Context: an optimization exercise on an open-source flow, tuned for small area. The choices shown serve that exercise and are no tape-out recipe. At most, simulation tests tie the RTL to the original design; equivalence was not proved. For runs 2 to 6, only the layout was checked, not whether the RTL still works. In runs 5 to 7 the design's own scripts or RTL, not TritonCTS, make the clock network. The clock port is modelled as an ideal driver, which makes a skipped or thinned clock tree look cheaper than it is; a real chip needs a root buffer or a tree. Power is estimated from default activity; no workload was simulated.

File: flow/config.mk
export PLATFORM = sky130hd
export DESIGN_NAME = full_bridge_controller
export DESIGN_NICKNAME = full_bridge_controller
export VERILOG_FILES = /design/flow/design.v
export SDC_FILE = /design/flow/constraint.sdc
export NUM_CORES = 4
export LEC_CHECK = 0
export CAP_MARGIN = 20
export CORE_MARGIN = 2
export CORE_UTILIZATION = 40
export SLEW_MARGIN = 20
File: flow/constraint.sdc
create_clock -name core_clock -period 10.0 [get_ports {i_clk}]
set_input_delay 2.0000 -clock core_clock [delete_from_list [all_inputs] [get_ports {i_clk}]]
set_output_delay 2.0000 -clock core_clock [all_outputs]
set_load 0.01 [all_outputs]
File: flow/design.v
`timescale 1ns / 1ps
module full_bridge_controller
    (
    input wire i_clk,
    input wire [10:0] i_signed_val,
    input wire i_reset,
    output wire o_TrPL,
    output wire o_TrNL,
    output wire o_TrPR,
    output wire o_TrNR
    );
    localparam IDLE = 2'b00, DEAD = 2'b01, NEG = 2'b11, POS = 2'b10;
    reg [9:0]  q;
    reg        cp, c;
    reg        r_pl, r_pr, r_nl, r_nr;
    reg [1:0]  r_state;
    reg [12:0] dc;
    wire       s    = i_signed_val[10];
    wire [9:0] duty = i_signed_val[9:0] ^ {10{s}};
    wire       done = ~dc[2] & ~dc[3] & ~dc[4] & ~dc[5] & ~dc[6] & dc[7]
                    & ~dc[8] & dc[9] & ~dc[10] & ~dc[11];
    wire [1:0] go   = s ? NEG : POS;
    always @(posedge i_clk) begin
        cp <= q < duty;
        c  <= cp;
        dc <= (r_state == DEAD) ? {~dc[11:0], dc[2] ^ dc[12]} : 13'd0;
        if (i_reset) begin
            q       <= 10'd2;
            r_pl    <= 1'b0;
            r_pr    <= 1'b0;
            r_nl    <= 1'b0;
            r_nr    <= 1'b0;
            r_state <= IDLE;
        end else begin
            q    <= (&q[9:1]) ? 10'd0 : q + 10'd1;
            r_pl <= r_nr & c;
            r_pr <= r_nl & c;
            r_nl <= r_state == NEG;
            r_nr <= r_state == POS;
            case (r_state)
                IDLE: r_state <= go;
                DEAD: if (done) r_state <= go;
                NEG:  if (!s) r_state <= DEAD;
                POS:  if (s) r_state <= DEAD;
            endcase
        end
    end
    assign o_TrPL = r_pl;
    assign o_TrPR = r_pr;
    assign o_TrNL = r_nl;
    assign o_TrNR = r_nr;
endmodule
File: flow/run.sh
#!/bin/bash
# synth_recipe.tcl (not shown) runs the flow's synth.tcl, then flattens the netlist and writes it again
# the make line also repeats each setting of config.mk as NAME=value (left out here)
make -C /OpenROAD-flow-scripts/flow DESIGN_CONFIG=/design/flow/config.mk WORK_HOME=/design/flow/orfs CLKGATE_MAP_FILE= SYNTH_SCRIPT=/design/flow/synth_recipe.tcl finish
==> results.sh, run 1 <==
export IMPL_initial_core_util_pct=41.8
export IMPL_final_layout_size_suffix_gt1_share_pct=7.38
export IMPL_rsz0062_at_grt="no"
export IMPL_ys_warn_count=1
export IMPL_vias_per_cell=4.83
export IMPL_io_buffers=16
export IMPL_die_w_um=60.5
export IMPL_drt_total_wl_mm=2.25
export IMPL_row_count=20
export IMPL_period_needed_ns=3.84
export IMPL_setup_viol=0
export IMPL_grtUsageMet1_pct=18.0
export IMPL_p_per_area_mw_per_mm2=169
export IMPL_root_buffer="clkbuf_4"
export IMPL_dp_cells=185
export IMPL_report_final_slew_viol_count=0
export IMPL_fin_skew_ns=0.00819
export IMPL_h_tree_depth=2
export IMPL_clk_pin_slew_ns=0.09
export IMPL_maxSlewHeadroom_pct=58.4
export IMPL_clk_latency_ns=0.32
export IMPL_hold_path_class="reg2reg"
export IMPL_vdd_drop_max_mv=0.0854
export IMPL_status="timing/DRC/antenna clean"
export IMPL_met2_usage_pct=23.6
export IMPL_worstSetupStartpointType="input pin"
export IMPL_synthCells=128
export IMPL_ys_ff_latch=31
export IMPL_cts_resized_gates=0
export IMPL_grt_util_met3_pct=4.48
export IMPL_vias=932
export IMPL_finalNetCount=171
export IMPL_grt_pass1_wl_mm=3.93
export IMPL_syn_cell_area_mm2=0.00127
export IMPL_grt_max_degree=14
export IMPL_cap_viol_max_count=0
export IMPL_syn_nets=151
export IMPL_cts_buffers=5
export IMPL_critPathMaxFanout=12
export IMPL_clock_sinks=31
export IMPL_gp_congestion=0.743
export IMPL_timing_hold_ws_ns=0.337
export IMPL_cp_required_ns=10.23
export IMPL_core_mm2=0.00305
export IMPL_dieArea_mm2=0.00365
export IMPL_final_cells=193
export IMPL_period_share_pct=38.4
export IMPL_post_cts_buffers=0
export IMPL_drt_drc_violations_left=0
export IMPL_track_usage_pct=14.8
export IMPL_fin_util_pct=51.2
export IMPL_hold_viol_final=0
export IMPL_fillers=305
export IMPL_p_leak_nw=0.644
export IMPL_max_freq_mhz=261
export IMPL_busiest_layer="met2"
export IMPL_hpwl_mm=1.69
export IMPL_yosysSeqAreaShare_pct=48.7
export IMPL_wire_per_inst_um=11.6
export IMPL_fin_setup_tns_ns=0
export IMPL_grt_overflow=0
export IMPL_ys_types=31
export IMPL_crit_chain="clkdlybuf4s50_1 -> xnor2_1 -> ha_1 -> a211o_1 -> a21oi_1 -> o31ai_1 -> a221oi_1"
export IMPL_die_y_um=60.5
export IMPL_ant_nets=0
export IMPL_cp_slowest_stage_delay_ns=0.87
export IMPL_critPathArrivalTime_ns=4.06
export IMPL_cts_tree="built"
export IMPL_syn_avg_cell_area_um2=9.96
export IMPL_p_total_w=0.000264
export IMPL_antenna_found_initial=0
export IMPL_io_pins=17
export IMPL_cts_path_max_buffers=2
export IMPL_first_pass_iters=4
export IMPL_path_class="in2reg"
export IMPL_drtIter0Drc=39
export IMPL_antenna_cells_inserted=0
export IMPL_setup_worst_path_end_class="register"
export IMPL_tightest_slew_ns=0.621
export IMPL_postCtsHoldBufs=0
export IMPL_grt_pass1_vias=924
export IMPL_syn2layout_area_growth_pct=22.7
export IMPL_slowest_stage="clkdlybuf4s50_1"
layout by cell type, fill, tap and decap left out, types with 2 or more instances in the layout:
master	count
nand2_1	5
nand2b_1	2
nor3b_1	2
and3_1	2
a21oi_1	3
xor2_1	4
ha_1	10
and3b_1	2
clkdlybuf4s50_1	16
nand3_1	4
clkbuf_4	5
nor4_1	2
xnor2_1	14
nor3_1	2
nor2_1	25
inv_1	2
dfxtp_1	31
a21o_1	2
metrics by stage:
step / area [µm²] / setup slack [ns]
2_1_floorplan: 1270 / 6.66
3_3_place_gp: 1480 / 5.91
6_report: 1560 / 6.16
5_1_grt: 1560 / 5.98
4_1_cts: 1560 / 6.13
3_5_place_dp: 1480 / 5.79
Yosys cell counts, drive strengths merged:
library cell / n / area share [%]
a211o: 1 / 0.69
a211oi: 1 / 0.59
a21o: 3 / 2.4
a21oi: 3 / 1.2
a221oi: 1 / 0.69
a31oi: 1 / 0.49
and3: 2 / 0.98
and3b: 2 / 1.4
and4: 1 / 0.88
buf: 1 / 0.39
clkbuf: 2 / 0.59
dfxtp: 31 / 49
ha: 10 / 9.8
inv: 2 / 0.59
nand2: 5 / 1.5
nand2b: 2 / 0.98
nand3: 4 / 1.6
nand3b: 1 / 0.59
nor2: 26 / 7.9
nor3: 2 / 0.79
nor3b: 2 / 1.2
nor4: 2 / 0.98
nor4bb: 1 / 0.79
o2111ai: 1 / 0.69
o21ai: 1 / 0.39
o31ai: 1 / 0.59
or3: 1 / 0.49
xnor2: 14 / 9.6
xor2: 4 / 2.7
path summary, 6_finish.rpt:
path                    startpoint    endpoint  slack [ns]  depth (start not counted)
hold reg to reg         cp$_DFF_P_   c$_DFF_P_        0.34                          0
hold / removal          cp$_DFF_P_   c$_DFF_P_        0.34                          0
setup / recovery  i_signed_val[10]  cp$_DFF_P_        6.16                          7
setup reg to reg   q[7]$_SDFF_PP0_  cp$_DFF_P_        8.50                          5
report_power, final:
group / total, W / internal (W) / switching, W
sequential: 0.000136 / 0.000130 / 0.00000532
clock: 0.000100 / 0.0000590 / 0.0000411
combinational: 0.0000281 / 0.0000154 / 0.0000127
layer usage:
metal / share of wire (%) / vias up
met3: 6.5 / 5
met4: 1.7 / 0
li1: - / 477
met5: 0 / -
met2: 45 / 31
met1: 47 / 419
final cells by class:
cell class                      instances  area [µm²]  share of cell area [%]
Clock buffer                            6        51.3                    3.28
Clock inverter                          2        35.0                    2.24
Inverter                                2        7.51                   0.480
Multi-Input combinational cell         92         634                    40.6
Sequential cell                        31         621                    39.7
Tap cell                               44        55.1                    3.52
Timing Repair Buffer                   16         160                    10.2
registers in the layout, summed over array words and instances, names as in the netlist:
signal and count:
r_pl 1, q 10, c 1, r_state 2
dc 13, cp 1, r_nl 1, r_pr 1
r_nr 1
kinds of logic after synthesis:
kind of cell	synth area share, %
and+or+nand+nor	19.9
DFF	48.7
xor gates and xnor gates	12.4
AOI/OAI and AO/OA	7.65
adders and majority gates	9.81
buffers and inverters	1.57
critical path: cells and delay by family:
kind                     cells  cell delay [ns]
AO/OA/AOI/OAI                4             0.70
adder cells (fa/ha/maj)      1             0.31
buffers and inverters        1             0.87
XOR/XNOR                     1             0.17
==> run 2: changes to the inputs <==
==> flow/design.v (replaced) <==
`timescale 1ns / 1ps
module full_bridge_controller
    (
    input wire i_clk,
    input wire [10:0] i_signed_val,
    input wire i_reset,
    output wire o_TrPL,
    output wire o_TrNL,
    output wire o_TrPR,
    output wire o_TrNR
    );
    localparam IDLE = 2'b00, DEAD = 2'b01, NEG = 2'b11, POS = 2'b10;
    reg [9:0]  r;
    reg        ncp, nc;
    reg        r_pl, r_pr, r_nl, r_nr;
    reg [1:0]  r_state;
    reg [12:0] dc;
    wire       s     = i_signed_val[10];
    wire [9:0] nduty = ~(i_signed_val[9:0] ^ {10{s}});
    wire       done  = ~dc[2] & ~dc[3] & ~dc[4] & ~dc[5] & ~dc[6] & dc[7]
                     & ~dc[8] & dc[9] & ~dc[10] & ~dc[11];
    wire [1:0] go    = s ? NEG : POS;
    wire [10:0] b;
    wire [10:0] t;
    assign b[0] = 1'b0;
    assign t[0] = 1'b1;
    genvar i;
    generate
        for (i = 0; i < 10; i = i + 1) begin : g_bit
            assign b[i+1] = (nduty[i] & r[i]) | (nduty[i] & b[i]) | (r[i] & b[i]);
            assign t[i+1] = t[i] & r[i];
        end
    endgenerate
    wire [9:0] rinc = (r ^ t[9:0]) | {9'd0, t[10]};
    always @(posedge i_clk) begin
        ncp <= b[10];
        nc  <= ncp;
        dc  <= (r_state == DEAD) ? {~dc[11:0], dc[2] ^ dc[12]} : 13'd0;
        if (i_reset) begin
            r       <= 10'd3;
            r_pl    <= 1'b0;
            r_pr    <= 1'b0;
            r_nl    <= 1'b0;
            r_nr    <= 1'b0;
            r_state <= IDLE;
        end else begin
            r    <= rinc;
            r_pl <= r_nr & ~nc;
            r_pr <= r_nl & ~nc;
            r_nl <= r_state == NEG;
            r_nr <= r_state == POS;
            case (r_state)
                IDLE: r_state <= go;
                DEAD: if (done) r_state <= go;
                NEG:  if (!s) r_state <= DEAD;
                POS:  if (s) r_state <= DEAD;
            endcase
        end
    end
    assign o_TrPL = r_pl;
    assign o_TrPR = r_pr;
    assign o_TrNL = r_nl;
    assign o_TrNR = r_nr;
endmodule
==> flow/flow/run.sh (new file) <==
#!/bin/bash
cp standard.sh flow/standard.sh.copy 2>/dev/null
bash standard.sh > standard.log 2>&1
==> flow/flow/standard.sh.copy (new file) <==
#!/bin/bash
# The standard flow's own layout of this design, on the ORFS make targets given (by default finish). After
# finish it leaves the final layout's DEF at /design/flow/out/final.def.
set -euo pipefail
make -C /OpenROAD-flow-scripts/flow DESIGN_CONFIG=/design/flow/config.mk WORK_HOME=/design/flow/orfs CLKGATE_MAP_FILE= SYNTH_SCRIPT=/design/flow/synth_recipe.tcl CAP_MARGIN=20 CORE_MARGIN=2 CORE_UTILIZATION=40 SLEW_MARGIN=20 "${@:-finish}"
if [[ -f /design/flow/orfs/results/sky130hd/full_bridge_controller/base/6_final.odb ]]; then
  : # left out here: write the final layout as DEF
fi
==> flow/standard.sh (new file) <==
#!/bin/bash
# synth_recipe.tcl (not shown) runs the flow's synth.tcl, then flattens the netlist and writes it again
# the make line also repeats each setting of config.mk as NAME=value (left out here)
make -C /OpenROAD-flow-scripts/flow DESIGN_CONFIG=/design/flow/config.mk WORK_HOME=/design/flow/orfs CLKGATE_MAP_FILE= SYNTH_SCRIPT=/design/flow/synth_recipe.tcl "${@:-finish}"
removed: flow/run.sh
==> results.sh, run 2 <==
export IMPL_clk_pin_slew_ns=0.08
export IMPL_cts_tree="built"
export IMPL_grt_util_met3_pct=7.36
export IMPL_async_reset_ff_share_pct=0
export IMPL_grt_pass1_vias=924
export IMPL_cap_viol_max_count=0
export IMPL_reg2reg_to="r[0]$_SDFF_PP1_"
export IMPL_maxSlewHeadroom_pct=60.9
export IMPL_yosysTopAreaCellShare_pct=49.0
export IMPL_finalWorstSetupSlack_ns=6.41
export IMPL_vias_per_cell=5.06
export IMPL_fin_area_mm2=0.00151
export IMPL_setup_viol=0
export IMPL_clock_sinks=31
export IMPL_track_usage_pct=15.1
export IMPL_final_cells=191
export IMPL_synthCells=128
export IMPL_critPathArrivalTime_ns=3.80
export IMPL_p_per_area_mw_per_mm2=150
export IMPL_die_w_um=60.3
export IMPL_drt_total_wl_mm=2.20
export IMPL_whs_endpoint="nc$_DFF_P_"
export IMPL_ys_types=31
export IMPL_ys_warn_count=1
export IMPL_cts_path_max_buffers=2
export IMPL_setup_worst_path_end_class="register"
export IMPL_initial_core_util_pct=41.8
export IMPL_wire_per_inst_um=11.5
export IMPL_dieArea_mm2=0.00363
export IMPL_period_needed_ns=3.59
export IMPL_hold_depth=0
export IMPL_max_freq_mhz=278
export IMPL_final_layout_size_suffix_gt1_share_pct=6.12
export IMPL_final_common_cell="dfxtp_1"
export IMPL_met2_usage_pct=23.4
export IMPL_synthTopCellsByCount="31 x dfxtp_1, 18 x nor2_1, 10 x inv_1"
export IMPL_antenna_found_initial=0
export IMPL_grtUsageMet1_pct=17.6
export IMPL_fin_skew_ns=0.00178
export IMPL_report_final_slew_viol_count=0
export IMPL_yosysSeqAreaShare_pct=49.0
export IMPL_grt_overflow=0
export IMPL_reg_top3="dc x13, r x10, r_state x2"
export IMPL_tightest_slew_ns=0.585
export IMPL_rr_worst_depth=11
export IMPL_dp_cells=185
export IMPL_first_pass_iters=4
export IMPL_io_pins=17
export IMPL_period_share_pct=35.9
export IMPL_drt_drc_violations_left=0
export IMPL_row_count=20
export IMPL_syn_nets=150
export IMPL_grt_max_degree=17
export IMPL_hold_viol_final=0
export IMPL_worstSetupStartpointType="input pin"
export IMPL_syn_cell_area_mm2=0.00127
export IMPL_die_y_um=60.3
export IMPL_cts_buffers=5
export IMPL_grt_pass1_wl_mm=3.95
export IMPL_timing_hold_ws_ns=0.345
export IMPL_status="timing/DRC/antenna clean"
export IMPL_synth_edf_count=0
export IMPL_p_leak_nw=0.640
export IMPL_place_area_mm2=0.00147
export IMPL_drtIter0Drc=39
export IMPL_root_buffer="clkbuf_4"
export IMPL_reg2reg_slack_ns=7.65
export IMPL_vdd_drop_max_mv=0.0547
export IMPL_largest_reg_flops=13
export IMPL_synth_ff_type="dfxtp_1"
export IMPL_path_class="in2reg"
export IMPL_postCtsHoldBufs=0
export IMPL_hpwl_mm=1.60
export IMPL_finalNetCount=170
export IMPL_crit_start="i_signed_val[10]"
export IMPL_critPathMaxFanout=15
export IMPL_hold_path_class="reg2reg"
export IMPL_syn2layout_area_growth_pct=19.1
export IMPL_cp_required_ns=10.21
export IMPL_largest_register="dc"
export IMPL_synth_area_leader_cell="dfxtp_1"
export IMPL_h_tree_depth=2
export IMPL_vias=966
export IMPL_gp_congestion=0.709
export IMPL_io_buffers=16
export IMPL_clk_latency_ns=0.31
export IMPL_synth_area_leaders="dfxtp_1 49%, ha_1 8.9%, nor2_1 5.3%, nor2b_1 4.4%, a221oi_1 4.2%"
export IMPL_busiest_layer="met2"
export IMPL_antenna_cells_inserted=0
export IMPL_cts_resized_gates=0
export IMPL_yosysMostFrequentCell="dfxtp_1"
export IMPL_ys_ff_latch=31
export IMPL_ant_nets=0
export IMPL_timing_rr_start="r[1]$_SDFF_PP1_"
export IMPL_syn_avg_cell_area_um2=9.89
export IMPL_post_place_ws_ns=6.11
export IMPL_hold_start="ncp$_DFF_P_"
export IMPL_layout_common_cells="31 x dfxtp_1, 18 x nor2_1, 16 x clkdlybuf4s50_1"
export IMPL_rsz0062_at_grt="no"
export IMPL_post_cts_buffers=0
export IMPL_core_mm2=0.00303
export IMPL_fin_setup_tns_ns=0
[run 2: cell count changes after synthesis, moves of 3 or more]
cell      delta
o221ai_1     +3
nor2b_1      +9
nor2_1       -7
xor2_1       -4
nand3_1      -3
a221oi_1     +5
xnor2_1     -10
inv_1        +8
[run 2: worst max-delay path: stages]
cell and delay [ns]:
clkdlybuf4s50_1 0.84, inv_1 0.27, a221oi_1 0.29, o32ai_1 0.13, a21oi_1 0.19, o31ai_2 0.08
[run 2: worst max-delay path by stage]
| stage | end | depth (start not counted) |
|---|---|---|
| finish | ncp$_DFF_P_ | 6 |
| global route | ncp$_DFF_P_ | 6 |
| CTS | ncp$_DFF_P_ | 6 |
| floorplan | ncp$_DFF_P_ | 5 |
| detailed placement | ncp$_DFF_P_ | 6 |
| global placement | ncp$_DFF_P_ | 6 |
[run 2: routing by layer]
layer	vias to the layer above	part of all wire, %
met5	-	0
met4	0	0.68
met3	2	5.7
met2	25	45
met1	444	49
li1	495	-
[run 2: final cells by class]
type                            instances  area [µm²]
Fill cell                             298        1520
Clock buffer                            6        41.3
Sequential cell                        31         621
Tap cell                               44        55.1
Multi-Input combinational cell         84         593
Inverter                               10        37.5
Timing Repair Buffer                   16         160
[run 2: cell families (layout without fill, tap and decap cells)]
group                      Yosys count  in the layout  share of synthesized area, %
buffers and inverters               13             32                          4.15
xor gates and xnor gates             4              4                          2.77
adders and majority gates            9              9                          8.89
DFF                                 31             31                          49.0
and+or+nand+nor                     42             42                          17.2
AOI/OAI and AO/OA                   29             29                          18.0
[run 2: power by group]
group,internal (W),switching (W),total (W)
Sequential,0.000132,0.00000614,0.000138
Combinational,0.0000148,0.0000127,0.0000274
Clock,0.0000249,0.0000363,0.0000612
[run 2: per-stage QoR]
| stage | total power, W | util, % |
|---|---|---|
| 5_1_grt | 0.000240 | 49.8 |
| 6_report | 0.000226 | 49.8 |
| 4_1_cts | 0.000230 | 49.8 |
| 2_1_floorplan | 0.000156 | - |
| 3_3_place_gp | 0.000167 | 48.4 |
| 3_5_place_dp | 0.000168 | 48.4 |
==> run 3: changes to the inputs <==
==> flow/flow/run.sh (replaced) <==
#!/bin/bash
# Own layout flow: the standard ORFS flow with three changes:
#  - synthesis maps logic with an area-oriented ABC script (flow/area.abc)
#    and leaves adders to ABC instead of extracting half/full adder cells;
#  - port buffers are the smallest buffer, sky130_fd_sc_hd__buf_1;
#  - CTS builds a small tree without dummy loads.
# Everything else (floorplan, PDN, tap cells, placement, routing, fill) is
# the standard flow with the standard flow's config.mk and SDC.
set -euo pipefail
W=$(pwd)
F=$W/flow
export FLOW_ABC_SCRIPT=$F/area.abc
source $F/params.sh
make -C "$FLOW_HOME" DESIGN_CONFIG=$W/config.mk WORK_HOME=$W/orfs \
  CLKGATE_MAP_FILE= SYNTH_SCRIPT=$F/synth.tcl ADDER_MAP_FILE= \
  BUFFER_PORTS_ARGS="$BUF_ARGS" CTS_ARGS="$CTS" \
  CAP_MARGIN=20 CORE_MARGIN=2 CORE_UTILIZATION=40 SLEW_MARGIN=20 \
  finish > $W/make.log 2>&1
R=$W/orfs/results/$FLOW_PLATFORM/full_bridge_controller/base
: # left out here: write the final layout as DEF
==> flow/flow/area.abc (new file) <==
strash
&get -n
&st
&dch
&nf -R 1000
&put
==> flow/flow/params.sh (new file) <==
BUF_ARGS="-buffer_cell sky130_fd_sc_hd__buf_1"
CTS="-sink_clustering_enable -repair_clock_nets -dont_use_dummy_load -buf_list sky130_fd_sc_hd__clkbuf_4 -root_buf sky130_fd_sc_hd__clkbuf_4"
==> flow/flow/synth.tcl (new file) <==
# The standard flow's synthesis script, with every ABC call run on flow/area.abc.
proc abc {args} {
  set i [lsearch -exact $args -script]
  if {$i >= 0} {
    set args [lreplace $args $i [expr {$i + 1}] -script $::env(FLOW_ABC_SCRIPT)]
  }
  yosys abc {*}$args
}
source $::env(WORK_HOME)/../synth_recipe.tcl
removed: flow/flow/standard.sh.copy
==> results.sh, run 3 <==
export IMPL_status="timing/DRC/antenna clean"
export IMPL_clk_pin_slew_ns=0.07
export IMPL_cts_resized_gates=0
export IMPL_hold_depth=0
export IMPL_cts_tree="built"
export IMPL_tightest_slew_ns=0.712
export IMPL_muxShareOfSynthArea_pct=0
export IMPL_synth_edf_count=0
export IMPL_fillers=256
export IMPL_vias=811
export IMPL_dp_cells=156
export IMPL_antenna_cells_inserted=0
export IMPL_layout_common_cells="31 x dfxtp_1, 22 x nor2_1, 16 x buf_1"
export IMPL_vdd_drop_max_mv=0.0862
export IMPL_critPathMaxFanout=12
export IMPL_rsz0062_at_grt="no"
export IMPL_hold_viol_final=0
export IMPL_ant_nets=0
export IMPL_cp_required_ns=10.18
export IMPL_root_buffer="clkbuf_4"
export IMPL_report_final_slew_viol_count=0
export IMPL_post_place_ws_ns=6.06
export IMPL_clk_latency_ns=0.31
export IMPL_fin_skew_ns=0.0152
export IMPL_syn_cell_area_mm2=0.00108
export IMPL_synth_top_family_by_area="simple AND/OR/NAND/NOR gates"
export IMPL_yosysTopAreaCellShare_pct=57.3
export IMPL_fin_setup_tns_ns=0
export IMPL_io_buffers=16
export IMPL_drt_drc_violations_left=0
export IMPL_grt_pass1_wl_mm=3.04
export IMPL_final_layout_size_suffix_gt1_share_pct=3.82
export IMPL_p_total_w=0.000216
export IMPL_maxSlewHeadroom_pct=52.5
export IMPL_period_share_pct=36.0
export IMPL_synth_area_leaders="dfxtp_1 57%, xnor2_1 12%, nor2_1 7.6%, nor3b_1 2.8%, a21oi_1 2.3%"
export IMPL_finalWorstSetupSlack_ns=6.40
export IMPL_period_needed_ns=3.60
export IMPL_whs_endpoint="nc$_DFF_P_"
export IMPL_vias_per_cell=5.04
export IMPL_synth_simple_gate_area_share_pct=19.4
export IMPL_path_class="in2reg"
export IMPL_hold_start="ncp$_DFF_P_"
export IMPL_antenna_found_initial=0
export IMPL_critPathArrivalTime_ns=3.79
export IMPL_row_count=18
export IMPL_final_common_cell="dfxtp_1"
export IMPL_yosysSeqAreaShare_pct=57.3
export IMPL_yosysMostFrequentCell="dfxtp_1"
export IMPL_initial_core_util_pct=43.0
export IMPL_wire_per_inst_um=11.0
export IMPL_ys_warn_count=1
export IMPL_track_usage_pct=12.9
export IMPL_h_tree_depth=2
export IMPL_post_cts_buffers=0
export IMPL_synth_compound_area_share_pct=10.9
export IMPL_syn2layout_area_growth_pct=12.5
export IMPL_drtIter0Drc=16
export IMPL_io_pins=17
export IMPL_largest_register="dc"
export IMPL_synthTopCellsByCount="31 x dfxtp_1, 22 x nor2_1, 15 x xnor2_1"
export IMPL_cap_viol_max_count=0
export IMPL_hold_path_class="reg2reg"
export IMPL_postCtsHoldBufs=0
export IMPL_grt_pass1_vias=725
export IMPL_reg2reg_to="r[9]$_SDFF_PP0_"
export IMPL_async_reset_ff_share_pct=0
export IMPL_synth_xor_area_share_pct=12.1
export IMPL_grt_max_degree=16
export IMPL_core_mm2=0.00252
export IMPL_cts_buffers=5
export IMPL_gp_congestion=0.775
export IMPL_p_per_area_mw_per_mm2=177
export IMPL_synthAdderAreaFrac_pct=0
export IMPL_final_cells=161
export IMPL_largest_reg_flops=13
export IMPL_syn_avg_cell_area_um2=9.85
export IMPL_fin_util_pct=48.3
export IMPL_setup_worst_path_end_class="register"
export IMPL_first_pass_iters=4
export IMPL_hpwl_mm=1.34
export IMPL_cts_path_max_buffers=2
export IMPL_worstSetupStartpointType="input pin"
export IMPL_grt_overflow=0
export IMPL_synth_area_leader_cell="dfxtp_1"
export IMPL_max_freq_mhz=277
export IMPL_p_leak_nw=0.447
export IMPL_clock_sinks=31
export IMPL_ys_ff_latch=31
export IMPL_die_y_um=56.0
export IMPL_syn_nets=123
export IMPL_rr_worst_depth=6
export IMPL_drt_total_wl_mm=1.77
export IMPL_synthCells=110
export IMPL_timing_rr_start="r[1]$_SDFF_PP1_"
export IMPL_reg_top3="dc x13, r x10, r_state x2"
export IMPL_setup_viol=0
export IMPL_dieArea_mm2=0.00314
export IMPL_synth_ff_type="dfxtp_1"
export IMPL_ys_types=20
export IMPL_reg2reg_slack_ns=8.13
export IMPL_die_w_um=56.0
export IMPL_finalNetCount=146
-- run 3: layout make-up --
cell class / count / area (µm²) / area share, %
clock buffer: 5 / 37.5 / 3.08
inverter: 1 / 3.75 / 0.308
multi-input combinational: 78 / 459 / 37.7
sequential: 31 / 621 / 50.9
tap: 30 / 37.5 / 3.08
timing repair buffer: 16 / 60.1 / 4.93
-- run 3: worst max path at each step --
stage | startpoint | end | slack, ns | cells past startpoint
finish | i_signed_val[10] | ncp$_DFF_P_ | 6.40 | 10
global route | i_signed_val[10] | ncp$_DFF_P_ | 6.19 | 10
floorplan | i_signed_val[1] | ncp$_DFF_P_ | 6.81 | 9
global placement | i_signed_val[10] | ncp$_DFF_P_ | 6.13 | 10
detailed placement | i_signed_val[10] | ncp$_DFF_P_ | 6.06 | 10
CTS | i_signed_val[10] | ncp$_DFF_P_ | 6.38 | 10
-- run 3: report_power, final --
part | total (W) | internal, W | leakage, nW | switching, W
clock | 0.0000575 | 0.0000234 | 0.0230 | 0.0000341
combinational | 0.0000218 | 0.0000108 | 0.169 | 0.0000110
sequential | 0.000136 | 0.000131 | 0.255 | 0.00000558
-- run 3: logic make-up (layout without fill, tap and decap cells) --
kind of cell / count (synthesis) / count (layout)
AOI/OAI and AO/OA: 19 / 19
xor gates and xnor gates: 15 / 15
buffers and inverters: 1 / 22
DFF: 31 / 31
and+or+nand+nor: 44 / 44
-- run 3: layer usage --
layer  track usage (%)  wire [µm]  vias to the layer above
met1              16.5        856                      371
li1                  -          -                      420
met2              17.5        758                       15
met3              6.28        108                        5
met4              7.14         42                        0
met5                 0          0                        -
-- run 3: worst max-delay path, stage by stage --
cell and delay, ns:
buf_1 0.53, xnor2_1 0.18, a22oi_1 0.21, nor2_1 0.07, a221oi_1 0.20, o21ai_0 0.12, o21ai_0 0.08, a21oi_1 0.09
a221oi_1 0.20, o21ai_0 0.12
-- run 3: per-stage QoR --
stage | hold WS [ns] | area, µm²
CTS | 0.329 | 1220
floorplan | 0.310 | 1080
global route | 0.336 | 1220
detailed placement | 0.323 | 1180
global placement | 0.317 | 1180
finish | 0.328 | 1220
==> run 4: changes to the inputs <==
==> flow/design.v (replaced) <==
`timescale 1ns / 1ps
module full_bridge_controller
    (
    input wire i_clk,
    input wire [10:0] i_signed_val,
    input wire i_reset,
    output wire o_TrPL,
    output wire o_TrNL,
    output wire o_TrPR,
    output wire o_TrNR
    );
    localparam [12:0] DC_END = 13'b0_0010_1000_0000;
    reg [9:0]  r;
    reg        ncp, nc;
    reg        r_pl, r_pr;
    reg        act, sgn, e;
    reg [12:0] dc;
    wire       s     = i_signed_val[10];
    wire [9:0] nduty = ~(i_signed_val[9:0] ^ {10{s}});
    wire       done  = ~dc[2] & ~dc[3] & ~dc[4] & ~dc[5] & ~dc[6] & dc[7]
                     & ~dc[8] & dc[9] & ~dc[10] & ~dc[11];
    wire       nl    = e & sgn;
    wire       nr    = e & ~sgn;
    wire [10:0] b;
    wire [10:0] t;
    assign b[0] = 1'b0;
    assign t[0] = 1'b1;
    genvar i;
    generate
        for (i = 0; i < 10; i = i + 1) begin : g_bit
            assign b[i+1] = (nduty[i] & r[i]) | (nduty[i] & b[i]) | (r[i] & b[i]);
            assign t[i+1] = t[i] & r[i];
        end
    endgenerate
    wire [9:0] rinc = (r ^ t[9:0]) | {9'd0, t[10]};
    always @(posedge i_clk) begin
        ncp <= b[10];
        nc  <= ncp;
        sgn <= act ? sgn : s;
        if (i_reset) begin
            r    <= 10'd3;
            r_pl <= 1'b0;
            r_pr <= 1'b0;
            act  <= 1'b0;
            e    <= 1'b0;
            dc   <= DC_END;
        end else begin
            r    <= rinc;
            r_pl <= nr & ~nc;
            r_pr <= nl & ~nc;
            act  <= act ? (s == sgn) : done;
            e    <= act;
            dc   <= act ? 13'd0 : {~dc[11:0], dc[2] ^ dc[12]};
        end
    end
    assign o_TrPL = r_pl;
    assign o_TrPR = r_pr;
    assign o_TrNL = nl;
    assign o_TrNR = nr;
endmodule
==> flow/flow/run.sh (replaced) <==
#!/bin/bash
# Own layout flow: the standard ORFS flow (the standard flow's config.mk and SDC,
# floorplan, PDN, tap cells, placement, routing and fill unchanged) with
# these changes, set in flow/params.sh:
#  - synthesis maps logic with an area-oriented ABC script (flow/area.abc)
#    and leaves adders to ABC instead of extracting half/full adder cells;
#  - port buffers are the smallest buffer, sky130_fd_sc_hd__buf_1;
#  - CTS uses the buffers in params.sh and inserts no dummy loads.
set -euo pipefail
W=$(pwd)
F=$W/flow
export FLOW_ABC_SCRIPT=$F/area.abc
source $F/params.sh
make -C "$FLOW_HOME" DESIGN_CONFIG=$W/config.mk WORK_HOME=$W/orfs \
  CLKGATE_MAP_FILE= SYNTH_SCRIPT=$F/synth.tcl ADDER_MAP_FILE= \
  BUFFER_PORTS_ARGS="$BUF_ARGS" CTS_ARGS="$CTS" \
  finish > $W/make.log 2>&1
R=$W/orfs/results/$FLOW_PLATFORM/full_bridge_controller/base
: # left out here: write the final layout as DEF
--- a/flow/config.mk
+++ b/flow/config.mk
@@ -7,5 +7,6 @@
 export LEC_CHECK = 0
 export CAP_MARGIN = 20
 export CORE_MARGIN = 2
-export CORE_UTILIZATION = 40
+export CORE_UTILIZATION = 70
+export PLACE_DENSITY = 0.85
 export SLEW_MARGIN = 20
==> results.sh, run 4 <==
export IMPL_rr_worst_depth=7
export IMPL_critPathTopFamily="compound AO/OA/AOI/OAI gates"
export IMPL_period_needed_ns=3.47
export IMPL_drt_total_wl_mm=1.86
export IMPL_p_total_w=0.000212
export IMPL_die_y_um=43.1
export IMPL_syn_nets=118
export IMPL_status="timing/DRC/antenna clean"
export IMPL_cap_viol_max_count=0
export IMPL_drtIter0Drc=16
export IMPL_p_leak_nw=0.433
export IMPL_fin_area_mm2=0.00119
export IMPL_slowest_stage="buf_1"
export IMPL_grt_max_degree=17
export IMPL_final_common_cell="dfxtp_1"
export IMPL_post_place_ws_ns=6.24
export IMPL_root_buffer="clkbuf_4"
export IMPL_track_usage_pct=25.2
export IMPL_report_final_slew_viol_count=0
export IMPL_clk_latency_ns=0.33
export IMPL_synth_ff_type="dfxtp_1"
export IMPL_hold_path_class="reg2reg"
export IMPL_setup_viol=0
export IMPL_layout_common_cells="29 x dfxtp_1, 18 x nor2_1, 16 x buf_1"
export IMPL_final_layout_size_suffix_gt1_share_pct=3.97
export IMPL_tightest_slew_ns=0.741
export IMPL_syn_avg_cell_area_um2=10.2
export IMPL_path_class="in2reg"
export IMPL_hold_viol_final=0
export IMPL_finalWorstSetupSlack_ns=6.53
export IMPL_crit_chain="buf_1 -> xnor2_1 -> a22oi_1 -> o21ai_0 -> o221ai_1 -> a21oi_1 -> a221o_1 -> o221ai_1 -> a21oi_1"
export IMPL_row_count=14
export IMPL_grt_pass1_wl_mm=3.21
export IMPL_core_mm2=0.00147
export IMPL_grt_overflow=0
export IMPL_rsz0062_at_grt="no"
export IMPL_dieArea_mm2=0.00186
export IMPL_vias_per_cell=5.71
export IMPL_fin_skew_ns=0.0203
export IMPL_crit_buf_inv=1
export IMPL_hpwl_mm=1.33
export IMPL_fin_setup_tns_ns=0
export IMPL_h_tree_depth=2
export IMPL_post_cts_buffers=0
export IMPL_grt_pass1_vias=776
export IMPL_cts_path_max_buffers=2
export IMPL_cts_tree="built"
export IMPL_async_reset_ff_share_pct=0
export IMPL_io_pins=17
export IMPL_ys_types=24
export IMPL_io_buffers=16
export IMPL_gp_congestion=0.813
export IMPL_maxSlewHeadroom_pct=50.6
export IMPL_clock_sinks=30
export IMPL_hold_depth=0
export IMPL_ant_nets=0
export IMPL_timing_hold_ws_ns=0.331
export IMPL_largest_register="dc"
export IMPL_yosysTopAreaCellShare_pct=54.1
export IMPL_drt_drc_violations_left=0
export IMPL_worstSetupStartpointType="input pin"
export IMPL_cp_num_cells=9
export IMPL_yosysMostFrequentCell="dfxtp_1"
export IMPL_ys_warn_count=1
export IMPL_vias=811
export IMPL_syn_cell_area_mm2=0.00107
export IMPL_synth_area_leader_cell="dfxtp_1"
export IMPL_largest_reg_flops=13
export IMPL_synthTopCellsByCount="29 x dfxtp_1, 18 x nor2_1, 15 x xnor2_1"
export IMPL_max_freq_mhz=289
export IMPL_critPathMaxFanout=12
export IMPL_yosysSeqAreaShare_pct=56.9
export IMPL_ys_ff_latch=30
export IMPL_cts_resized_gates=0
export IMPL_antenna_cells_inserted=0
export IMPL_cp_slowest_stage_delay_ns=0.55
export IMPL_period_share_pct=34.7
export IMPL_postCtsHoldBufs=0
export IMPL_antenna_found_initial=0
export IMPL_wire_per_inst_um=13.1
export IMPL_place_area_mm2=0.00115
export IMPL_setup_worst_path_end_class="register"
export IMPL_die_w_um=43.1
export IMPL_vdd_drop_max_mv=0.121
export IMPL_synthCells=105
export IMPL_critPathArrivalTime_ns=3.67
export IMPL_reg_top3="dc x13, r x10"
export IMPL_synth_area_leaders="dfxtp_1 54%, xnor2_1 12%, nor2_1 6.3%, a21oi_1 3.3%, a22oi_1 2.8%"
export IMPL_first_pass_iters=4
export IMPL_p_per_area_mw_per_mm2=178
export IMPL_syn2layout_area_growth_pct=11.0
export IMPL_cts_buffers=5
export IMPL_initial_core_util_pct=72.9
export IMPL_cp_required_ns=10.20
export IMPL_clk_pin_slew_ns=0.07
export IMPL_synth_edf_count=1
export IMPL_finalNetCount=141
==> run 4: worst register-to-register path, cell delays in order, from the launching register on <==
cell and delay [ns]:
dfxtp_1 0.41, and3_1 0.26, and3_1 0.24, and2_0 0.29, and3_1 0.26, and2_0 0.20, a21oi_1 0.11, o21a_1 0.14
==> run 4: cell type report <==
class	instances	area [µm²]
multi-input cells	74	458
repair buffers	16	60.1
fillers	106	282
inverters	1	3.75
well taps	16	20.0
flip-flops and latches	30	611
clock buffers	5	37.5
==> run 4: routing by layer <==
layer / vias to the layer above / routed length (µm) / global-route usage [%]
li1: 411 / - / -
met3: 9 / 139 / 14.0
met4: 0 / 71 / 18.8
met1: 360 / 756 / 25.8
met5: - / 0 / 0
met2: 31 / 892 / 37.9
==> run 4: where the power goes <==
part | switching [W] | internal (W)
Sequential | 0.00000505 | 0.000127
Combinational | 0.0000105 | 0.0000103
Clock | 0.0000351 | 0.0000234
Total | 0.0000507 | 0.000161
==> run 4: metrics by stage <==
stage	utilization, %	instances
floorplan	-	105
global route	80.9	142
CTS	80.9	142
global placement	78.3	137
detailed placement	78.3	137
finish	80.9	142
==> run 4: path summary, 6_finish.rpt <==
| kind | to | start | slack, ns |
|---|---|---|---|
| max | ncp$_DFF_P_ | i_signed_val[10] | 6.53 |
| min | nc$_DFF_P_ | ncp$_DFF_P_ | 0.33 |
| max reg2reg | r[9]$_SDFF_PP0_ | r[0]$_SDFF_PP1_ | 7.99 |
| min reg2reg | nc$_DFF_P_ | ncp$_DFF_P_ | 0.33 |
==> run 4: cell families (layout without fill, tap and decap cells) <==
logic type / Yosys count / count (layout) / synth area share [%]
buf+inv: 1 / 22 / 0.350
simple gates: 39 / 39 / 18.1
xor+xnor: 15 / 15 / 12.3
flops: 30 / 30 / 56.9
compound gates: 20 / 20 / 12.4
==> run 5: changes to the inputs <==
--- a/flow/flow/run.sh
+++ b/flow/flow/run.sh
@@ -5,7 +5,9 @@
 #  - synthesis maps logic with an area-oriented ABC script (flow/area.abc)
 #    and leaves adders to ABC instead of extracting half/full adder cells;
 #  - port buffers are the smallest buffer, sky130_fd_sc_hd__buf_1;
-#  - CTS uses the buffers in params.sh and inserts no dummy loads.
+#  - after CTS, flow/mytree.tcl replaces the clock tree with FLOW_CLK_N
+#    buffers (params.sh), each driven by the clock port and driving one
+#    cluster of flip-flops.
 set -euo pipefail
 W=$(pwd)
 F=$W/flow
@@ -13,7 +15,7 @@
 source $F/params.sh
 make -C "$FLOW_HOME" DESIGN_CONFIG=$W/config.mk WORK_HOME=$W/orfs \
   CLKGATE_MAP_FILE= SYNTH_SCRIPT=$F/synth.tcl ADDER_MAP_FILE= \
-  BUFFER_PORTS_ARGS="$BUF_ARGS" CTS_ARGS="$CTS" \
+  BUFFER_PORTS_ARGS="$BUF_ARGS" CTS_ARGS="$CTS" POST_CTS_TCL=$F/mytree.tcl \
   finish > $W/make.log 2>&1
 R=$W/orfs/results/$FLOW_PLATFORM/full_bridge_controller/base
 : # left out here: write the final layout as DEF
==> flow/flow/mytree.tcl (new file) <==
# Replace the clock tree that CTS built with FLOW_CLK_N buffers of type
# FLOW_CLK_CELL, each driven by the clock port and driving the clock pins of
# one cluster of flip-flops (clusters by k-means on the flip-flops' places).
set block [ord::get_db_block]
set clknet [$block findNet i_clk]
set ncl $::env(FLOW_CLK_N)
set cell $::env(FLOW_CLK_CELL)
# collect the clock sinks, following the tree down from the port
set sinks {}
set bufs {}
set nets {}
set front [list $clknet]
while {[llength $front]} {
  set net [lindex $front 0]; set front [lrange $front 1 end]
  foreach it [$net getITerms] {
    set inst [$it getInst]
    set m [$inst getMaster]
    if {[$m isSequential]} { lappend sinks $it; continue }
    if {![$it isInputSignal]} continue
    lappend bufs $inst
    foreach o [$inst getITerms] {
      if {[$o isOutputSignal] && [$o getNet] ne "NULL"} { lappend front [$o getNet]; lappend nets [$o getNet] }
    }
  }
}
puts "mytree: [llength $sinks] sinks, removing [llength $bufs] clock cells"
foreach it $sinks { $it disconnect }
foreach inst $bufs { odb::dbInst_destroy $inst }
foreach net $nets { odb::dbNet_destroy $net }
# sink places
set pts {}
foreach it $sinks {
  set b [[$it getInst] getBBox]
  lappend pts [list [expr {([$b xMin] + [$b xMax]) / 2.0}] [expr {([$b yMin] + [$b yMax]) / 2.0}]]
}
# k-means, seeded by sinks spread along x
set sorted [lsort -real -index 0 $pts]
set cent {}
for {set k 0} {$k < $ncl} {incr k} {
  lappend cent [lindex $sorted [expr {int(($k + 0.5) * [llength $sorted] / $ncl)}]]
}
for {set iter 0} {$iter < 50} {incr iter} {
  set asg {}
  foreach p $pts {
    set best 0; set bd 1e30
    for {set k 0} {$k < $ncl} {incr k} {
      set c [lindex $cent $k]
      set d [expr {abs([lindex $p 0] - [lindex $c 0]) + abs([lindex $p 1] - [lindex $c 1])}]
      if {$d < $bd} { set bd $d; set best $k }
    }
    lappend asg $best
  }
  set newc {}
  for {set k 0} {$k < $ncl} {incr k} {
    set sx 0; set sy 0; set n 0
    foreach p $pts a $asg { if {$a == $k} { set sx [expr {$sx + [lindex $p 0]}]; set sy [expr {$sy + [lindex $p 1]}]; incr n } }
    if {$n} { lappend newc [list [expr {$sx / $n}] [expr {$sy / $n}]] } else { lappend newc [lindex $cent $k] }
  }
  set cent $newc
}
set master [[ord::get_db] findMaster $cell]
for {set k 0} {$k < $ncl} {incr k} {
  set inst [odb::dbInst_create $block $master "clkbuf_leaf_$k"]
  set net [odb::dbNet_create $block "clknet_leaf_$k"]
  $net setSigType CLOCK
  [$inst findITerm A] connect $clknet
  [$inst findITerm X] connect $net
  set c [lindex $cent $k]
  $inst setLocation [expr {int([lindex $c 0])}] [expr {int([lindex $c 1])}]
  $inst setPlacementStatus PLACED
  set n 0
  foreach it $sinks a $asg { if {$a == $k} { $it connect $net; incr n } }
  puts "mytree: clkbuf_leaf_$k drives $n sinks"
}
detailed_placement
check_placement -verbose
==> flow/flow/params.sh (replaced) <==
BUF_ARGS="-buffer_cell sky130_fd_sc_hd__buf_1"
CTS="-sink_clustering_enable -repair_clock_nets -dont_use_dummy_load -buf_list sky130_fd_sc_hd__clkbuf_4 -root_buf sky130_fd_sc_hd__clkbuf_4"
export FLOW_CLK_N=3
export FLOW_CLK_CELL=sky130_fd_sc_hd__clkbuf_4
==> results.sh, run 5 <==
export IMPL_cp_required_ns=10.07
export IMPL_vias_per_cell=5.57
export IMPL_timing_hold_ws_ns=0.342
export IMPL_maxSlewHeadroom_pct=51.0
export IMPL_path_class="in2reg"
export IMPL_syn_avg_cell_area_um2=10.2
export IMPL_hpwl_mm=1.33
export IMPL_largest_register="dc"
export IMPL_dp_cells=137
export IMPL_antenna_found_initial=0
export IMPL_grt_max_degree=17
export IMPL_critPathMaxFanout=12
export IMPL_io_pins=17
export IMPL_report_final_slew_viol_count=0
export IMPL_drtIter0Drc=6
export IMPL_final_cells=140
export IMPL_wire_per_inst_um=13.3
export IMPL_ys_types=24
export IMPL_syn_cell_area_mm2=0.00107
export IMPL_gp_congestion=0.813
export IMPL_ys_ff_latch=30
export IMPL_core_mm2=0.00147
export IMPL_cap_viol_max_count=0
export IMPL_multi_input_area_um2=458
export IMPL_fin_setup_tns_ns=0
export IMPL_vias=780
export IMPL_drt_total_wl_mm=1.86
export IMPL_antenna_cells_inserted=0
export IMPL_syn2layout_area_growth_pct=9.57
export IMPL_clk_latency_ns=0.17
export IMPL_clock_sinks=30
export IMPL_die_y_um=43.1
export IMPL_setup_worst_path_end_class="register"
export IMPL_reg_top3="dc x13, r x10"
export IMPL_grt_overflow=0
export IMPL_fillers=107
export IMPL_ant_nets=0
export IMPL_synthTopCellsByCount="29 x dfxtp_1, 18 x nor2_1, 15 x xnor2_1"
export IMPL_met2_wirelength_mm=1.00
export IMPL_synth_area_leaders="dfxtp_1 54%, xnor2_1 12%, nor2_1 6.3%, a21oi_1 3.3%, a22oi_1 2.8%"
export IMPL_synth_edf_count=1
export IMPL_final_layout_size_suffix_gt1_share_pct=2.42
export IMPL_timing_rr_start="r[1]$_SDFF_PP1_"
export IMPL_dieArea_mm2=0.00186
export IMPL_synthCells=105
export IMPL_worstSetupStartpointType="input pin"
export IMPL_die_w_um=43.1
export IMPL_io_buffers=16
export IMPL_synth_ff_type="dfxtp_1"
export IMPL_tightest_slew_ns=0.735
export IMPL_clk_pin_slew_ns=0.12
export IMPL_finalNetCount=139
export IMPL_yosysSeqAreaShare_pct=56.9
export IMPL_period_needed_ns=3.63
export IMPL_ys_warn_count=1
export IMPL_track_usage_pct=23.7
export IMPL_period_share_pct=36.3
export IMPL_yosysTopAreaCellShare_pct=54.1
export IMPL_largest_reg_flops=13
export IMPL_status="timing/DRC/antenna clean"
export IMPL_yosysMostFrequentCell="dfxtp_1"
export IMPL_hold_path_class="reg2reg"
export IMPL_grt_pass1_vias=740
export IMPL_synth_area_leader_cell="dfxtp_1"
export IMPL_setup_viol=0
export IMPL_drt_drc_violations_left=0
export IMPL_drt_met1_wl_um=728
export IMPL_max_freq_mhz=276
export IMPL_syn_nets=118
export IMPL_top_layer="met4"
export IMPL_p_leak_nw=0.424
export IMPL_layout_common_cells="29 x dfxtp_1, 18 x nor2_1, 16 x buf_1"
export IMPL_p_per_area_mw_per_mm2=165
export IMPL_wl_met3_um=109
export IMPL_rsz0062_at_grt="no"
export IMPL_final_common_cell="dfxtp_1"
export IMPL_hold_start="ncp$_DFF_P_"
export IMPL_crit_start="i_signed_val[10]"
export IMPL_area_sequential_um2=611
export IMPL_vdd_drop_max_mv=0.106
export IMPL_fin_skew_ns=0.0335
export IMPL_grt_pass1_wl_mm=3.21
export IMPL_first_pass_iters=5
export IMPL_row_count=14
export IMPL_initial_core_util_pct=72.9
export IMPL_async_reset_ff_share_pct=0
export IMPL_hold_viol_final=0
export IMPL_critPathArrivalTime_ns=3.70
## run 5: cell counts after synthesis
No cell type changed its count.
## run 5: path summary, 6_finish.rpt
check / endpoint / slack (ns) / cells past startpoint
min reg2reg: nc$_DFF_P_ / 0.34 / 0
max reg2reg: r[9]$_SDFF_PP0_ / 7.96 / 7
min: nc$_DFF_P_ / 0.34 / 0
max: ncp$_DFF_P_ / 6.37 / 9
## run 5: power by group
| group | internal, W | leakage (nW) | switching (W) |
|---|---|---|---|
| Combinational | 0.0000103 | 0.162 | 0.0000107 |
| Clock | 0.0000144 | 0.0138 | 0.0000263 |
| Sequential | 0.000127 | 0.249 | 0.00000529 |
## run 5: logic make-up (layout without fill, tap and decap cells)
group           Yosys count  in the layout  share of synthesized area [%]
simple gates             39             39                           18.1
xor+xnor                 15             15                           12.3
buf+inv                   1             20                          0.350
flops                    30             30                           56.9
compound gates           20             20                           12.4
## run 5: per-layer routing
layer,vias up,GRT usage [%]
met5,-,0
met4,0,6.67
met3,3,8.94
met2,26,43.3
met1,345,25.0
li1,406,-
## run 5: stage by stage
| step | setup WS [ns] | area, µm² | power (W) | util [%] |
|---|---|---|---|---|
| 6_report | 6.37 | 1170 | 0.000194 | 79.8 |
| 5_1_grt | 6.25 | 1170 | 0.000202 | 79.8 |
| 3_5_place_dp | 6.24 | 1150 | 0.000156 | 78.3 |
| 3_3_place_gp | 6.33 | 1150 | 0.000155 | 78.3 |
| 2_1_floorplan | 6.96 | 1070 | 0.000149 | - |
## run 5: worst max-delay path, stage by stage
cell      delay, ns
buf_1          0.54
xnor2_1        0.25
a22oi_1        0.22
o21ai_0        0.10
o221ai_1       0.07
a21oi_1        0.08
a221o_1        0.26
o221ai_1       0.07
a21oi_1        0.09
## run 5: cell type report
cell class              instances  share of cell area (%)
plain buffers                   3                    1.92
inverters                       1                   0.319
multi-input cells              74                    39.0
flip-flops and latches         30                    52.0
well taps                      16                    1.70
repair buffers                 16                    5.11
==> run 6: changes to the inputs <==
==> flow/flow/params.sh (replaced) <==
BUF_ARGS="-buffer_cell sky130_fd_sc_hd__buf_1"
CTS="-sink_clustering_enable -repair_clock_nets -dont_use_dummy_load -buf_list sky130_fd_sc_hd__clkbuf_4 -root_buf sky130_fd_sc_hd__clkbuf_4"
export FLOW_CLK_N=1
export FLOW_CLK_CELL=sky130_fd_sc_hd__clkbuf_16
==> results.sh, run 6 <==
export IMPL_status="timing/DRC/antenna clean"
export IMPL_synth_top_family_by_area="simple AND/OR/NAND/NOR gates"
export IMPL_die_y_um=43.1
export IMPL_clk_pin_slew_ns=0.10
export IMPL_synth_simple_gate_area_share_pct=18.1
export IMPL_p_comb_share_pct=10.5
export IMPL_p_clk_share_pct=22.9
export IMPL_syn2layout_area_growth_pct=9.80
export IMPL_gp_congestion=0.813
export IMPL_die_w_um=43.1
export IMPL_critPathArrivalTime_ns=3.67
export IMPL_crit_buf_inv=1
export IMPL_async_reset_ff_share_pct=0
export IMPL_synth_xor_area_share_pct=12.3
export IMPL_path_class="in2reg"
export IMPL_track_usage_pct=21.6
export IMPL_hpwl_mm=1.33
export IMPL_report_final_slew_viol_count=0
export IMPL_synthCells=105
export IMPL_swShare_pct=21.4
export IMPL_syn_avg_cell_area_um2=10.2
export IMPL_yosysSeqAreaShare_pct=56.9
export IMPL_syn_nets=118
export IMPL_drt_total_wl_mm=1.75
export IMPL_grt_pass1_wl_mm=3.06
export IMPL_fin_setup_tns_ns=0
export IMPL_fin_util_pct=80.0
export IMPL_period_share_pct=36.1
export IMPL_setup_worst_path_end_class="register"
export IMPL_io_buffers=16
export IMPL_reg2reg_slack_ns=8.01
export IMPL_vias_per_cell=5.67
export IMPL_yosysTopAreaCellShare_pct=54.1
export IMPL_max_freq_mhz=277
export IMPL_muxShareOfSynthArea_pct=0
export IMPL_hold_path_class="reg2reg"
export IMPL_rsz0062_at_grt="no"
export IMPL_p_leak_nw=0.423
export IMPL_vdd_drop_max_mv=0.106
export IMPL_crit_chain="buf_1 -> xnor2_1 -> a22oi_1 -> o21ai_0 -> o221ai_1 -> a21oi_1 -> a221o_1 -> o221ai_1 -> a21oi_1"
export IMPL_worstSetupStartpointType="input pin"
export IMPL_syn_cell_area_mm2=0.00107
export IMPL_ys_ff_latch=30
export IMPL_ys_warn_count=1
export IMPL_intPower_w=0.000156
export IMPL_p_seq_share_pct=66.6
export IMPL_dieArea_mm2=0.00186
export IMPL_grt_overflow=0
export IMPL_grt_max_degree=31
export IMPL_synth_edf_count=1
export IMPL_largest_reg_flops=13
export IMPL_cap_viol_max_count=0
export IMPL_maxSlewHeadroom_pct=51.1
export IMPL_cp_slowest_stage_delay_ns=0.54
export IMPL_core_mm2=0.00147
export IMPL_row_count=14
export IMPL_initial_core_util_pct=72.9
export IMPL_layout_common_cells="29 x dfxtp_1, 18 x nor2_1, 16 x buf_1"
export IMPL_first_pass_iters=4
export IMPL_ant_nets=0
export IMPL_synth_ff_type="dfxtp_1"
export IMPL_cp_required_ns=10.06
export IMPL_tightest_slew_ns=0.733
export IMPL_ys_types=24
export IMPL_wire_per_inst_um=12.7
export IMPL_synth_compound_area_share_pct=12.4
export IMPL_hold_viol_final=0
export IMPL_period_needed_ns=3.61
export IMPL_critPathTopFamily="compound AO/OA/AOI/OAI gates"
export IMPL_final_layout_size_suffix_gt1_share_pct=0.820
export IMPL_drt_drc_violations_left=0
export IMPL_slowest_stage="buf_1"
export IMPL_synth_area_leaders="dfxtp_1 54%, xnor2_1 12%, nor2_1 6.3%, a21oi_1 3.3%, a22oi_1 2.8%"
export IMPL_fin_skew_ns=0.00300
export IMPL_largest_register="dc"
export IMPL_setup_viol=0
export IMPL_synthTopCellsByCount="29 x dfxtp_1, 18 x nor2_1, 15 x xnor2_1"
export IMPL_vias=783
export IMPL_io_pins=17
export IMPL_synthAdderAreaFrac_pct=0
export IMPL_critPathMaxFanout=12
export IMPL_antenna_cells_inserted=0
export IMPL_p_per_area_mw_per_mm2=169
export IMPL_final_common_cell="dfxtp_1"
export IMPL_clock_sinks=30
export IMPL_synth_area_leader_cell="dfxtp_1"
export IMPL_drtIter0Drc=11
export IMPL_power_switching_w=0.0000425
export IMPL_finalNetCount=137
export IMPL_grt_pass1_vias=736
export IMPL_reg_top3="dc x13, r x10"
export IMPL_antenna_found_initial=0
export IMPL_clk_latency_ns=0.16
export IMPL_yosysMostFrequentCell="dfxtp_1"
==> run 6: cell counts after synthesis <==
Identical to the previous run, type by type.
==> run 6: per-layer routing <==
metal	GRT usage, %	share of wire (%)	vias to the layer above
met5	0	0	-
met4	6.06	1.1	0
met3	3.83	4.5	2
met2	39.7	54	24
met1	25.3	41	357
li1	-	-	400
==> run 6: final timing paths <==
check / cells after the start / endpoint / start
setup / recovery: 9 / ncp$_DFF_P_ / i_signed_val[10]
hold / removal: 0 / nc$_DFF_P_ / ncp$_DFF_P_
setup reg to reg: 7 / r[9]$_SDFF_PP0_ / r[0]$_SDFF_PP1_
hold reg to reg: 0 / nc$_DFF_P_ / ncp$_DFF_P_
==> run 6: power groups by stage <==
stage | registers, W | clock network (W) | logic [W]
3_3_place_gp | 0.000135 | 0 | 0.0000199
5_1_grt | 0.000133 | 0.0000490 | 0.0000238
3_5_place_dp | 0.000135 | 0 | 0.0000208
2_1_floorplan | 0.000134 | 0 | 0.0000150
6_report | 0.000132 | 0.0000454 | 0.0000209
==> run 6: metrics by stage <==
step	total power, W	setup slack (ns)	area [µm²]	hold WS [ns]	cells
finish	0.000199	6.39	1180	0.337	138
detailed placement	0.000156	6.24	1150	0.315	137
global placement	0.000155	6.33	1150	0.315	137
floorplan	0.000149	6.96	1070	0.310	105
global route	0.000206	6.28	1180	0.341	138
==> run 6: logic make-up after synthesis <==
kind of cell / Yosys count
simple gates: 39
buf+inv: 1
compound gates: 20
xor+xnor: 15
flops: 30
==> run 6: layout make-up <==
| cell class | count | area [µm²] |
|---|---|---|
| Buffer | 1 | 25.0 |
| Fill cell | 105 | 294 |
| Inverter | 1 | 3.75 |
| Multi-Input combinational cell | 74 | 458 |
| Sequential cell | 30 | 611 |
| Tap cell | 16 | 20.0 |
| Timing Repair Buffer | 16 | 60.1 |
==> run 7: changes to the inputs <==
--- a/flow/design.v
+++ b/flow/design.v
@@ -12,7 +12,7 @@
     localparam [12:0] DC_END = 13'b0_0010_1000_0000;
     reg [9:0]  r;
     reg        ncp, nc;
-    reg        r_pl, r_pr;
+    reg        oo;
     reg        act, sgn, e;
     reg [12:0] dc;
     wire       s     = i_signed_val[10];
@@ -36,25 +36,23 @@
     always @(posedge i_clk) begin
         ncp <= b[10];
         nc  <= ncp;
-        sgn <= act ? sgn : s;
+        sgn <= (act | e) ? sgn : s;
         if (i_reset) begin
             r    <= 10'd3;
-            r_pl <= 1'b0;
-            r_pr <= 1'b0;
+            oo   <= 1'b0;
             act  <= 1'b0;
             e    <= 1'b0;
             dc   <= DC_END;
         end else begin
             r    <= rinc;
-            r_pl <= nr & ~nc;
-            r_pr <= nl & ~nc;
+            oo   <= e & ~nc;
             act  <= act ? (s == sgn) : done;
             e    <= act;
             dc   <= act ? 13'd0 : {~dc[11:0], dc[2] ^ dc[12]};
         end
     end
-    assign o_TrPL = r_pl;
-    assign o_TrPR = r_pr;
+    assign o_TrPL = oo & ~sgn;
+    assign o_TrPR = oo & sgn;
     assign o_TrNL = nl;
     assign o_TrNR = nr;
 endmodule
--- a/flow/config.mk
+++ b/flow/config.mk
@@ -6,7 +6,7 @@
 export NUM_CORES = 4
 export LEC_CHECK = 0
 export CAP_MARGIN = 20
-export CORE_MARGIN = 2
-export CORE_UTILIZATION = 70
-export PLACE_DENSITY = 0.85
+export CORE_AREA = 2.3 2.72 58.16 58.16
+export DIE_AREA = 0 0 60.46 60.46
+export PLACE_DENSITY = 0.6
 export SLEW_MARGIN = 20
==> results.sh, run 7 <==
export IMPL_initial_core_util_pct=35.1
export IMPL_grt_pass1_vias=721
export IMPL_tightest_slew_ns=0.713
export IMPL_grt_max_degree=30
export IMPL_io_buffers=16
export IMPL_report_final_slew_viol_count=0
export IMPL_drtIter0Drc=14
export IMPL_post_place_ws_ns=6.18
export IMPL_period_share_pct=36.1
export IMPL_fillers=309
export IMPL_status="timing/DRC/antenna clean"
export IMPL_area_sequential_um2=591
export IMPL_p_seq_share_pct=65.8
export IMPL_ant_nets=0
export IMPL_setup_worst_path_end_class="register"
export IMPL_io_pins=17
export IMPL_yosysSeqAreaShare_pct=55.5
export IMPL_fin_util_pct=39.8
export IMPL_antenna_found_initial=0
export IMPL_intPower_w=0.000152
export IMPL_vdd_drop_max_mv=0.0705
export IMPL_fin_skew_ns=0.00230
export IMPL_hold_path_class="reg2reg"
export IMPL_rsz0062_at_grt="no"
export IMPL_antenna_cells_inserted=0
export IMPL_grt_pass1_wl_mm=3.06
export IMPL_yosysTopAreaCellShare_pct=52.7
export IMPL_dieArea_mm2=0.00366
export IMPL_final_layout_size_suffix_gt1_share_pct=0.806
export IMPL_core_mm2=0.00303
export IMPL_syn_avg_cell_area_um2=9.94
export IMPL_async_reset_ff_share_pct=0
export IMPL_synth_area_leaders="dfxtp_1 53%, xnor2_1 13%, nor2_1 6.7%, a21oi_1 3.3%, edfxtp_1 2.8%"
export IMPL_final_common_cell="dfxtp_1"
export IMPL_rr_worst_depth=6
export IMPL_die_w_um=60.5
export IMPL_p_leak_nw=0.417
export IMPL_power_switching_w=0.0000431
export IMPL_drt_total_wl_mm=1.79
export IMPL_hold_viol_final=0
export IMPL_maxSlewHeadroom_pct=52.5
export IMPL_yosysMostFrequentCell="dfxtp_1"
export IMPL_synth_area_leader_cell="dfxtp_1"
export IMPL_worstSetupStartpointType="input pin"
export IMPL_largest_reg_flops=13
export IMPL_synthTopCellsByCount="28 x dfxtp_1, 19 x nor2_1, 16 x xnor2_1"
export IMPL_row_count=20
export IMPL_hpwl_mm=1.39
export IMPL_layout_common_cells="28 x dfxtp_1, 19 x nor2_1, 16 x xnor2_1, 16 x buf_1, 7 x a21oi_1"
export IMPL_largest_register="dc"
export IMPL_ys_types=23
export IMPL_swShare_pct=22.1
export IMPL_max_freq_mhz=277
export IMPL_critPathMaxFanout=12
export IMPL_clock_sinks=29
export IMPL_vias_per_cell=4.63
export IMPL_fin_setup_tns_ns=0
export IMPL_p_per_area_mw_per_mm2=162
export IMPL_period_needed_ns=3.61
export IMPL_cap_viol_max_count=0
export IMPL_hold_depth=0
export IMPL_p_comb_share_pct=10.9
export IMPL_die_y_um=60.5
export IMPL_wire_per_inst_um=10.7
export IMPL_syn_nets=120
export IMPL_clk_pin_slew_ns=0.10
export IMPL_path_class="in2reg"
export IMPL_first_pass_iters=4
export IMPL_synth_ff_type="dfxtp_1"
export IMPL_vias=778
export IMPL_clk_latency_ns=0.16
export IMPL_p_clk_share_pct=23.3
export IMPL_synthCells=107
export IMPL_syn2layout_area_growth_pct=13.2
export IMPL_multi_input_area_um2=473
export IMPL_timing_hold_ws_ns=0.338
export IMPL_syn_cell_area_mm2=0.00106
export IMPL_track_usage_pct=11.1
export IMPL_reg_top3="dc x13, r x10"
export IMPL_grt_overflow=0
export IMPL_cp_required_ns=10.05
export IMPL_ys_ff_latch=29
export IMPL_gp_congestion=0.740
export IMPL_synth_edf_count=1
export IMPL_ys_warn_count=1
export IMPL_finalNetCount=139
export IMPL_finalWorstSetupSlack_ns=6.39
export IMPL_critPathArrivalTime_ns=3.67
export IMPL_setup_viol=0
export IMPL_drt_drc_violations_left=0
run 7: metal layers:
layer | GRT usage (%) | part of all wire (%)
met4 | 2.80 | 1.3
met5 | 0 | 0
met3 | 3.20 | 5.1
met2 | 19.1 | 47
met1 | 13.6 | 47
run 7: logic make-up after synthesis:
logic type,Yosys count,share of synthesized area (%)
AOI/OAI and AO/OA,20,11.8
xor gates and xnor gates,16,13.2
DFF,29,55.5
and+or+nand+nor,42,19.5
run 7: area by class of cell:
class / instances / area share, %
sequential: 29 / 49.1
multi-input combinational: 78 / 39.3
buffer: 1 / 2.08
timing repair buffer: 16 / 4.99
tap: 44 / 4.57
run 7: power groups by stage:
stage | Sequential, W | Combinational (W) | Clock (W)
after floorplan | 0.000130 | 0.0000155 | 0
after global placement | 0.000131 | 0.0000206 | 0
after detailed placement | 0.000132 | 0.0000214 | 0
after global routing | 0.000130 | 0.0000247 | 0.0000509
final | 0.000129 | 0.0000213 | 0.0000455
run 7: final timing paths:
check	startpoint	endpoint	slack (ns)
worst min register to register	ncp$_DFF_P_	nc$_DFF_P_	0.34
worst max register to register	r[0]$_SDFF_PP1_	r[9]$_SDFF_PP0_	8.18
worst max-delay path	i_signed_val[10]	ncp$_DFF_P_	6.39
worst min-delay path	ncp$_DFF_P_	nc$_DFF_P_	0.34
run 7: critical path, stage by stage:
cell and delay (ns):
buf_1 0.53, xnor2_1 0.18, a22oi_1 0.21, nor2_1 0.05, a21oi_1 0.11, o21ai_0 0.10
o221ai_1 0.08, a21oi_1 0.09, a221oi_1 0.20, o21ai_0 0.12
run 7: per-stage QoR:
step	cells	total power (W)	instance area (µm²)
2_1_floorplan	107	0.000145	1060
5_1_grt	168	0.000205	1200
3_5_place_dp	167	0.000153	1180
3_3_place_gp	167	0.000152	1180
6_report	168	0.000196	1200

## what the ideal ports hide
The results above use ideal ports. As a check the final layouts listed here were re-extracted and re-timed, cells and wires unchanged.
Step 1 sets driving cells, clkbuf_16 on the clock port and buf_2 on the other inputs (assumed; they add their load-dependent delay and slew).
Step 2 adds t to the input delays and takes it off the output delays; t is the mean of the earliest and latest rising clock arrival at the registers after step 1. Input paths then give back, and output paths get back, about the clock's delay inside the block.
a / b / c = ideal / step 1 / step 2; a / b = the first two.
| run | t (ns) | setup slack, ns | worst data-port slew with drivers (ns) |
|---|---|---|---|
| run 1 | 0.340 | 6.165 / 6.157 / 5.817 | 0.03 |
| run 2 | 0.334 | 6.409 / 6.407 / 6.073 | 0.03 |
| run 3 | 0.330 | 6.396 / 6.391 / 6.061 | 0.03 |
| run 4 | 0.340 | 6.534 / 6.532 / 6.193 | 0.03 |
| run 5 | 0.190 | 6.375 / 6.385 / 6.195 | 0.03 |
| run 6 | 0.190 | 6.388 / 6.393 / 6.204 | 0.03 |
| run 7 | 0.193 | 6.386 / 6.393 / 6.201 | 0.03 |
After both steps every run listed still meets setup and hold. The setup slack of run 1, which loses most, moves by -0.008 ns with the drivers and by -0.348 ns with both steps.
